Context: an optimization exercise on an open-source flow, tuned for small area, a short achievable clock period and few clock cycles per item. The choices shown serve that exercise and are no tape-out recipe.
Function was checked by simulation only, so behaviour that the tests miss may differ from the original.
Power and IR drop assume default switching activity.

==> flow/design.v, too long to show whole: its modules and the start of the top module <==
// module dot_product_accel: 1857 lines
// module dotp_fa: 5 lines
// module dotp_ha: 4 lines
module dot_product_accel (
    input  logic                 clk,
    input  logic                 rst,
    input  logic                 start,
    output logic                 done,
    input  logic signed [31:0]   a0,
    input  logic signed [31:0]   a1,
    input  logic signed [31:0]   a2,
    input  logic signed [31:0]   a3,
    input  logic signed [31:0]   a4,
    input  logic signed [31:0]   a5,
    input  logic signed [31:0]   a6,
    input  logic signed [31:0]   a7,
    input  logic signed [31:0]   b0,
    input  logic signed [31:0]   b1,
    input  logic signed [31:0]   b2,
    input  logic signed [31:0]   b3,
    input  logic signed [31:0]   b4,
    input  logic signed [31:0]   b5,
    input  logic signed [31:0]   b6,
    input  logic signed [31:0]   b7,
    output logic signed [63:0]   result
);
  // ...
==> flow/flow/run.sh <==
#!/bin/bash
# Own layout flow: the standard ORFS flow (standard.sh, unchanged
# synthesis), with buf_1 port buffers and timing repair aimed at a tighter
# setup target than the clock period. The constraints are the standard flow's.
# Each tool's output goes to standard_flow.log and ORFS's own logs.
export BUFFER_PORTS_ARGS="-buffer_cell sky130_fd_sc_hd__buf_1"
export SETUP_SLACK_MARGIN=${SETUP_MARGIN_OVERRIDE:-6.5}
bash standard.sh > standard_flow.log 2>&1
==> flow/standard.sh <==
#!/bin/bash
# synth_recipe.tcl (not shown) runs the flow's synth.tcl, then flattens the netlist and writes it again
# the make line also repeats each setting of config.mk as NAME=value (left out here)
make -C /OpenROAD-flow-scripts/flow DESIGN_CONFIG=/design/flow/config.mk WORK_HOME=/design/flow/orfs CLKGATE_MAP_FILE= SYNTH_SCRIPT=/design/flow/synth_recipe.tcl "${@:-finish}"
==> flow/config.mk <==
export PLATFORM = sky130hd
export DESIGN_NAME = dot_product_accel
export DESIGN_NICKNAME = dot_product_accel
export VERILOG_FILES = /design/flow/design.v
export SDC_FILE = /design/flow/constraint.sdc
export NUM_CORES = 4
export LEC_CHECK = 0
export CAP_MARGIN = 20
export CORE_MARGIN = 2
export CORE_UTILIZATION = 40
export SLEW_MARGIN = 20
export SYNTH_HIERARCHICAL = 1
==> flow/constraint.sdc <==
create_clock -name core_clock -period 10.5 [get_ports {clk}]
set_input_delay 2.1000 -clock core_clock [delete_from_list [all_inputs] [get_ports {clk}]]
set_output_delay 2.1000 -clock core_clock [all_outputs]
set_load 0.01 [all_outputs]
==> out/metrics.cfg, run 1 <==
[run_status]
status=complete, no violations

[cts]
hold_buffers=0
clock_latency_ps=690
clk_path_buf_depth=3

[synth]
synth-simple-area-share=0.0537
synth-compound-area-share=0.116
synth_xor_area_frac=0.108

[grt]
grt_first_pass_wirelength_um=255000
gr-usage-met1=0.346
grt_max_degree=160

[finish]
nNetsFinal=5937
design_area_um2=59200
num_antenna_cells=10
clock_buffers=117
buffers_excl_clock=851
seq_cells=727
multi_input_area_share=0.543

[drt]
drcViolationCount=0
highest_layer=met5
drtAntennaViolNets=0

[floorplanning]
initial_utilization=0.405

[worst_hold_path]
min_to=e_two[0]$_DFF_P_

[timing]
setup_viol=0
hold_slack_ps=447
maxSlewViolCount=0

[power]
power_clock_uw=2930

[job]
cap_violations=0

[setup_path]
crit_slowest_cell=fa_2

[placed_design]
place_congestion=0.897

Testbench counts, summed over its fixed seeds: cycles 16,000, items 1,600.
==> run 2: changes to the inputs <==
--- a/flow/design.v
+++ b/flow/design.v
@@ -1848,17 +1848,17 @@
       cnt <= cnt + 4'd1;
       if (cnt == 4'd8) begin
         busy <= 1'b0;
         done <= 1'b1;
       end
     end
   end
   always_ff @(posedge clk)
-    if (busy && cnt == 4'd8) res_q <= acc_s + acc_c;
+    res_q <= acc_s + acc_c;
   assign result = res_q;
 endmodule
 module dotp_fa (input logic a, input logic b, input logic c,
                 output logic s, output logic co);
   assign s  = a ^ b ^ c;
   assign co = (a & b) | (a & c) | (b & c);
 endmodule
 module dotp_ha (input logic a, input logic b, output logic s, output logic co);
==> flow/config.mk (replaced) <==
export PLATFORM = sky130hd
export DESIGN_NAME = dot_product_accel
export DESIGN_NICKNAME = dot_product_accel
export VERILOG_FILES = /design/flow/design.v
export SDC_FILE = /design/flow/constraint.sdc
export NUM_CORES = 4
export LEC_CHECK = 0
export CAP_MARGIN = 20
export CORE_MARGIN = 2
export CORE_UTILIZATION = 65
export SLEW_MARGIN = 20
export SYNTH_HIERARCHICAL = 1
==> out/metrics.cfg, run 2 <==
[finish]
layout.cells.most_common=dfxtp_1
final_cell_mix=652 x dfxtp_1, 578 x buf_1, 508 x xnor2_1
nNetsFinal=5855  ; -1.4%
syn2layout_area_growth_pct=21.4
largest_reg_flops=256
drive_above_1_share=0.245
largest-register=ra
reg_top3=ra: 256 flops, rb: 224 flops
fillers=4327

[worst_hold_path]
hold_path.class=reg2reg
min_to=rb[4][11]$_DFF_P_
worstHoldStart=rb[5][11]$_DFF_P_
hold_depth=1

[cts]
cts_tree=yes
clock_latency_ps=690  ; about the same
hold_buffers=0  ; unchanged
clk_pin_slew_worst_paths_ps=60
clock_sinks=727
ctsHtreeMaxLevel=3
cts_inserted_buffers=76
root_buffer=clkbuf_16
clk_path_buf_depth=3  ; unchanged

[placed_design]
place_congestion=0.963  ; +7.3%
dp_hpwl_um=106000
portBuffers=579

[drt]
drtAntennaViolNets=0  ; unchanged
vias=37700
vias_per_cell=6.64
drcViolationCount=0  ; unchanged
first_iter_violations=5337
wl_per_cell_um=31.0
drtPass1Iterations=15
wl_um=176000

[power]
peakVddDrop_v=0.000601
p_comb_frac=0.714
switching_share=0.448
power.switching_uw=11200
p_per_area_nw_per_um2=438
p_leak_uw=0.0220
internal_power_uw=13800
clkPwrFrac=0.114
seqPwrFrac=0.172

[floorplanning]
num_rows=98
dieArea_um2=74600
core-area_um2=71600
die_h_um=273
initial_utilization=0.657  ; +0.253
pin_count=580
fp.dieW_um=273

[synth]
synth-warning-count=9
syn_avg_cell_area_um2=11.4
synth_flop_cell=dfxtp_1
syn_inst=4118
yosysMostFrequentCell=dfxtp_1
synth_top_area_share=0.309
syn_nets=5332
yosysSeqAreaShare=0.309
synth.area.top_cells=dfxtp_1 31%, fa_1 23%, mux2_2 10%
yosysUniqueCellTypes=67
synth_area_um2=47100
synth_edf_count=0
synth_seq_cells=727
async_flop_share=0
synth_top_area_cell=dfxtp_1
yosys-top-cells-count=727 x dfxtp_1, 548 x fa_1, 541 x xnor2_1

[setup_path]
slowest_delay_ps=590
crit_top_cell=fa_2
crit_path_start_kind=flip-flop
r2r_slack_ps=6320
crit_fanout=14
timing.rr.end=acc_c[31]$_DFF_P_
r2r_cells=10
worst_ep_required_time_ps=11040
path_cells=buf_12 > buf_12 > a22oi_2 > xnor2_2 > fa_1 > fa_2 > fa_2 > fa_2 > fa_2 > fa_1
crit_slowest_cell=fa_2
crit_type=reg2reg
end_kind=flip-flop
r2r_start=ra[0][13]$_DFF_P_
cp.arrival_ps=4720

[grt]
gr-total-overflow=0
grt_first_pass_wirelength_um=234000  ; -8.1%
grt_max_degree=122  ; -24%
antenna_found_initial=41
grt_usage=0.421
first_global_vias=37000

[run_status]
status=complete, no violations

[timing]
rsz0062_at_grt=true
worst_slew_pin_slew_ps=895
relSlewSlack=0.397
tns_ps=0
period_share=0.398
setup_viol=0  ; unchanged
fmax_mhz=239
hold_viol=0
hold_slack_ps=436  ; -10.6 ps
maxSlewViolCount=0  ; unchanged
clock_skew_ps=33.2
fin_crit_ps=4180

[job]
cap_violations=0  ; unchanged

-- run 2: changes by cell type after synthesis, moves of 6 or more --
cell,change
o21bai_1,-6
o21ai_0,-7
edfxtp_1,-64
clkbuf_1,-12
dfxtp_1,+64
nor2_1,-17
a21o_1,-7
nor3_1,-8
-- run 2: cells by family (layout without fill, tap and decap cells) --
group	Yosys count	count (layout)	share of synthesized area
simple gates	476	476	0.0534
mux	433	433	0.104
other cells	0	26	0
flops	727	727	0.309
fa+ha+maj	699	699	0.273
buf+inv	423	1008	0.0337
xor+xnor	594	594	0.111
compound gates	766	766	0.116
-- run 2: final cells by class --
class                      count  area [µm²]  share of cell area
timing repair buffer         811        6180               0.108
antenna                       26        65.1             0.00114
sequential                   727       14800               0.259
multi-input combinational   2968       32100               0.561
clock buffer                 107        2190              0.0383
inverter                      57         214             0.00374
tap                          950        1190              0.0208
clock inverter                33         472             0.00825
-- run 2: Yosys stat by module, one instance, submodules excluded --
| module | copies in the design | flops+latches | area (µm²) |
|---|---|---|---|
| dotp_ha | 44 | 0 | 12.5 |
| dotp_fa | 547 | 0 | 20.0 |
| dot_product_accel | 1 | 727 | 35600 |
-- run 2: routing by layer --
layer	GRT usage	share of wire	vias to the layer above
li1	-	-	15300
met1	0.516	0.34	18100
met2	0.652	0.43	3112
met3	0.174	0.15	1154
met4	0.188	0.082	30
met5	0.00642	0.0030	-
-- run 2: per-stage QoR --
stage	instances	util	setup slack, ps	cell area [µm²]	total power (µW)
CTS	5543	0.758	6460	54300	23700
finish	5679	0.798	6320	57200	25000
global placement	5360	0.694	5870	49700	19600
detailed placement	5360	0.694	5890	49700	20400
global route	5671	0.798	6280	57100	27200
floorplan	4118	-	6500	47100	15900
-- run 2: power groups by stage --
stage / registers [µW] / logic, µW / clock network [µW]
floorplan: 4200 / 11700 / 0
global placement: 4290 / 15300 / 0
detailed placement: 4300 / 16100 / 0
CTS: 4260 / 16600 / 2870
global route: 4340 / 19800 / 3000
finish: 4310 / 17900 / 2860
-- run 2: worst max-delay path: cells and delay by family, from the launching register on --
kind,cells,cell delay [ps]
compound gates,1,250
xor+xnor,1,210
fa+ha+maj,6,2900
buf+inv,2,290
flops,1,350
-- run 2: how the worst max path moves through the flow --
stage / end / start / slack [ps]
after global routing: acc_c[37]$_DFF_P_ / e_one[3]$_DFF_P_ / 6280
final: acc_c[31]$_DFF_P_ / ra[0][13]$_DFF_P_ / 6320
after detailed placement: ra[6][31]$_DFF_P_ / start / 5890
after floorplan: acc_c[25]$_DFF_P_ / e_one[3]$_DFF_P_ / 6500
after CTS: acc_c[28]$_DFF_P_ / ra[0][19]$_DFF_P_ / 6460
after global placement: ra[2][10]$_DFF_P_ / start / 5870
-- run 2: what timing repair did --
action | CTS | global route
setup endpoints to repair | 68 | 134
buffers inserted | 20 | 76
pin swaps | 30 | 191
gates cloned | 23 | 33
gates resized for setup | 249 | 342
Testbench counts of run 2, summed over its fixed seeds: cycles 16,000, items 1,600.
==> run 3: changes to the inputs <==
--- a/flow/config.mk
+++ b/flow/config.mk
@@ -10,2 +10,4 @@
 export CORE_UTILIZATION = 65
+export CTS_BUF_LIST = sky130_fd_sc_hd__clkbuf_4 sky130_fd_sc_hd__clkbuf_8
+export CTS_CLUSTER_SIZE = 24
 export SLEW_MARGIN = 20
==> out/metrics.cfg, run 3 <==
[setup_path]
crit_path_start_kind=flip-flop
r2r_cells=9  ; -1
crit_slowest_cell=fa_1
crit_type=reg2reg
worstSetupStartpoint=ra[0][15]$_DFF_P_
r2r_start=ra[0][15]$_DFF_P_
cp.arrival_ps=4800  ; +80 ps
r2r_slack_ps=6350  ; +30 ps
slowest_delay_ps=630  ; +40 ps
cp_top_family=adder cells
critPathBufInv=1  ; -1
path_cells=buf_12 > a22oi_1 > xnor2_1 > fa_1 > fa_1 > fa_2 > fa_1 > fa_2 > fa_1
worst_ep_required_time_ps=11140  ; +100 ps
crit_fanout=16  ; +2
end_kind=flip-flop
crit_top_cell=fa_1
crit_end=acc_c[33]$_DFF_P_
crit_cells=9  ; -1
timing.rr.end=acc_c[33]$_DFF_P_

[synth]
syn_nets=5332  ; unchanged
synth-warning-count=9  ; unchanged
synth_area_um2=47100  ; unchanged
yosysSeqAreaShare=0.309  ; unchanged
yosysMostFrequentCell=dfxtp_1
syn_avg_cell_area_um2=11.4  ; unchanged
synth_flop_cell=dfxtp_1
async_flop_share=0  ; unchanged
yosys-top-cells-count=727 x dfxtp_1, 548 x fa_1, 541 x xnor2_1
synth_top_area_cell=dfxtp_1
synth.area.top_cells=dfxtp_1 31%, fa_1 23%, mux2_2 10%
syn_inst=4118  ; unchanged
synth_top_area_share=0.309  ; unchanged
synth_edf_count=0  ; unchanged
synth_seq_cells=727  ; unchanged
yosysUniqueCellTypes=67  ; unchanged

[grt]
grt_usage=0.425  ; +0.00415
antenna_found_initial=37  ; -9.8%
grt_max_degree=122  ; unchanged
grt_first_pass_wirelength_um=236000  ; +0.93%
first_global_vias=37100  ; +0.36%
gr-total-overflow=0  ; unchanged

[run_status]
status=complete, no violations

[finish]
final_cell_mix=655 x dfxtp_1, 578 x buf_1, 526 x xnor2_1
reg_top3=ra: 256 flops, rb: 224 flops
syn2layout_area_growth_pct=19.1
largest_reg_flops=256  ; unchanged
nNetsFinal=5850  ; -0.085%
largest-register=ra
layout.cells.most_common=dfxtp_1
drive_above_1_share=0.226  ; -0.0181
fillers=4619  ; +6.7%

[cts]
ctsHtreeMaxLevel=3  ; unchanged
cts_tree=yes
root_buffer=clkbuf_8
clock_latency_ps=820  ; +130 ps
clk_pin_slew_worst_paths_ps=70  ; about the same
cts_inserted_buffers=115  ; +51%
clk_path_buf_depth=3  ; unchanged
clock_sinks=727  ; unchanged

[timing]
clock_skew_ps=80.3  ; +47.1 ps
hold_slack_ps=425  ; -11.6 ps
hold_viol=0  ; unchanged
rsz0062_at_grt=true
period_share=0.395  ; -0.00276
fin_crit_ps=4150  ; -29.0 ps
setup_viol=0  ; unchanged
worst_slew_pin_slew_ps=1110  ; +220 ps
relSlewSlack=0.257  ; -0.140
fmax_mhz=241  ; +0.70%
tns_ps=0  ; unchanged
maxSlewViolCount=0  ; unchanged

[drt]
vias=36700  ; -2.6%
drcViolationCount=0  ; unchanged
wl_um=168000  ; -4.9%
first_iter_violations=4607  ; -14%
wl_per_cell_um=29.4  ; -5.2%
vias_per_cell=6.44  ; -2.9%
drtAntennaViolNets=0  ; unchanged
drtPass1Iterations=13  ; -2

[power]
internal_power_uw=13400  ; -3.0%
p_per_area_nw_per_um2=434  ; -0.94%
p_leak_uw=0.0217  ; -1.3%
peakVddDrop_v=0.000572  ; -4.8%
switching_share=0.450  ; +0.00122
clkPwrFrac=0.112  ; -0.002
seqPwrFrac=0.176  ; +0.004
power.switching_uw=10900  ; -2.6%
p_comb_frac=0.712  ; -0.002

[placed_design]
portBuffers=579  ; unchanged
place_congestion=0.963  ; unchanged
dp_hpwl_um=106000  ; unchanged

[floorplanning]
core-area_um2=71600  ; unchanged
dieArea_um2=74600  ; unchanged
pin_count=580  ; unchanged
fp.dieW_um=273  ; unchanged
die_h_um=273  ; unchanged
initial_utilization=0.657  ; unchanged
num_rows=98  ; unchanged

[worst_hold_path]
hold_path.class=reg2reg
hold_depth=1  ; unchanged

[job]
cap_violations=0  ; unchanged

run 3: cell counts after synthesis:
No cell type changed its count.
run 3: area by class of cell:
cell class | count | area [µm²] | share of cell area
multi-input cells | 2968 | 31600 | 0.564
flip-flops and latches | 727 | 14700 | 0.263
repair buffers | 767 | 5670 | 0.101
clock buffers | 176 | 2170 | 0.0387
well taps | 950 | 1190 | 0.0212
clock inverters | 26 | 419 | 0.00748
inverters | 57 | 214 | 0.00382
diodes | 25 | 62.6 | 0.00112
run 3: repair_timing:
action | 4_1_cts | 5_1_grt
buffers inserted | 34 | 26
hold buffers | 0 | 0
cloned | 28 | 21
endpoints found under the setup margin | 67 | 73
pin swaps | 46 | 101
gates resized for setup | 268 | 184
run 3: power groups by stage:
stage               logic, µW  registers (µW)  clock network, µW
finish                  17300            4290               2720
global route            19400            4330               2860
CTS                     16500            4260               2730
detailed placement      16100            4300                  0
global placement        15300            4290                  0
floorplan               11700            4200                  0
run 3: cells by family (layout without fill, tap and decap cells):
family	count (synthesis)	count (layout)	synth area share
AO/OA/AOI/OAI	766	766	0.116
XOR/XNOR	594	594	0.111
adder cells (fa/ha/maj)	699	699	0.273
buffers and inverters	423	1026	0.0337
flip-flops	727	727	0.309
multiplexers	433	433	0.104
other	0	25	0
AND/OR/NAND/NOR	476	476	0.0534
run 3: how the worst min path moves through the flow:
stage | from | end
after global routing | rb[6][29]$_DFF_P_ | rb[5][29]$_DFF_P_
after CTS | rb[7][6]$_SDFF_PN0_ | rb[6][6]$_DFF_P_
after detailed placement | ra[7][15]$_SDFF_PN0_ | ra[6][15]$_DFF_P_
final | rb[5][28]$_DFF_P_ | rb[4][28]$_DFF_P_
after floorplan | rb[1][0]$_DFF_P_ | e_two[0]$_DFF_P_
after global placement | rb[4][15]$_DFF_P_ | rb[3][15]$_DFF_P_
run 3: stage by stage:
stage / power (µW) / worst slack [ps] / instances / instance area, µm² / utilization
final: 24300 / 6350 / 5696 / 56100 / 0.783
after floorplan: 15900 / 6500 / 4118 / 47100 / -
after CTS: 23500 / 6460 / 5624 / 54500 / 0.762
after global placement: 19600 / 5870 / 5360 / 49700 / 0.694
after detailed placement: 20400 / 5890 / 5360 / 49700 / 0.694
after global routing: 26600 / 6310 / 5686 / 56000 / 0.783
run 3: Yosys stat by module, one instance, submodules excluded:
module             copies in the design  flip-flops and latches  area (µm²)  cells
dotp_ha                              44                       0        12.5      1
dot_product_accel                     1                     727       35600   3527
dotp_fa                             547                       0        20.0      1
run 3: per-layer routing:
layer | global-route usage | vias up | routed length, µm
li1 | - | 15200 | -
met1 | 0.525 | 17700 | 58800
met2 | 0.655 | 2815 | 72300
met3 | 0.175 | 893 | 24400
met4 | 0.190 | 20 | 11900
met5 | 0 | - | 223
run 3: worst reg2reg max path: stages, from the launching register on:
cell and delay [ps]:
dfxtp_4 380, buf_12 170, a22oi_1 330, xnor2_1 160
fa_1 630, fa_1 490, fa_2 490, fa_1 400
fa_2 570, fa_1 410

static timing again, ports no longer ideal:
Ports are ideal in the flow. The routed layouts listed here were re-timed in OpenROAD.
Step 1, drivers: a clkbuf_16 drives clk and a buf_2 each remaining input, both assumed.
Step 2 moves the port delays by t, midway between the first and last clock arrival at a register: inputs arrive t later, outputs are due t later. That takes back most of the time a late clock gives input paths.
Three values: ideal ports, drivers, drivers and shift; two values: the first two.
run	t, ns	slack for setup (ns)	worst data-port slew with drivers (ns)
run 1	0.748	6.394 / 6.394 / 5.909	0.13
run 2	0.736	6.319 / 6.319 / 6.006	0.15
run 3	0.836	6.348 / 6.348 / 5.793	0.15
After both steps every run listed still meets setup and hold. For run 3, which loses most, drivers alone change the setup slack by 0.000 ns; drivers and shift together by -0.555 ns.
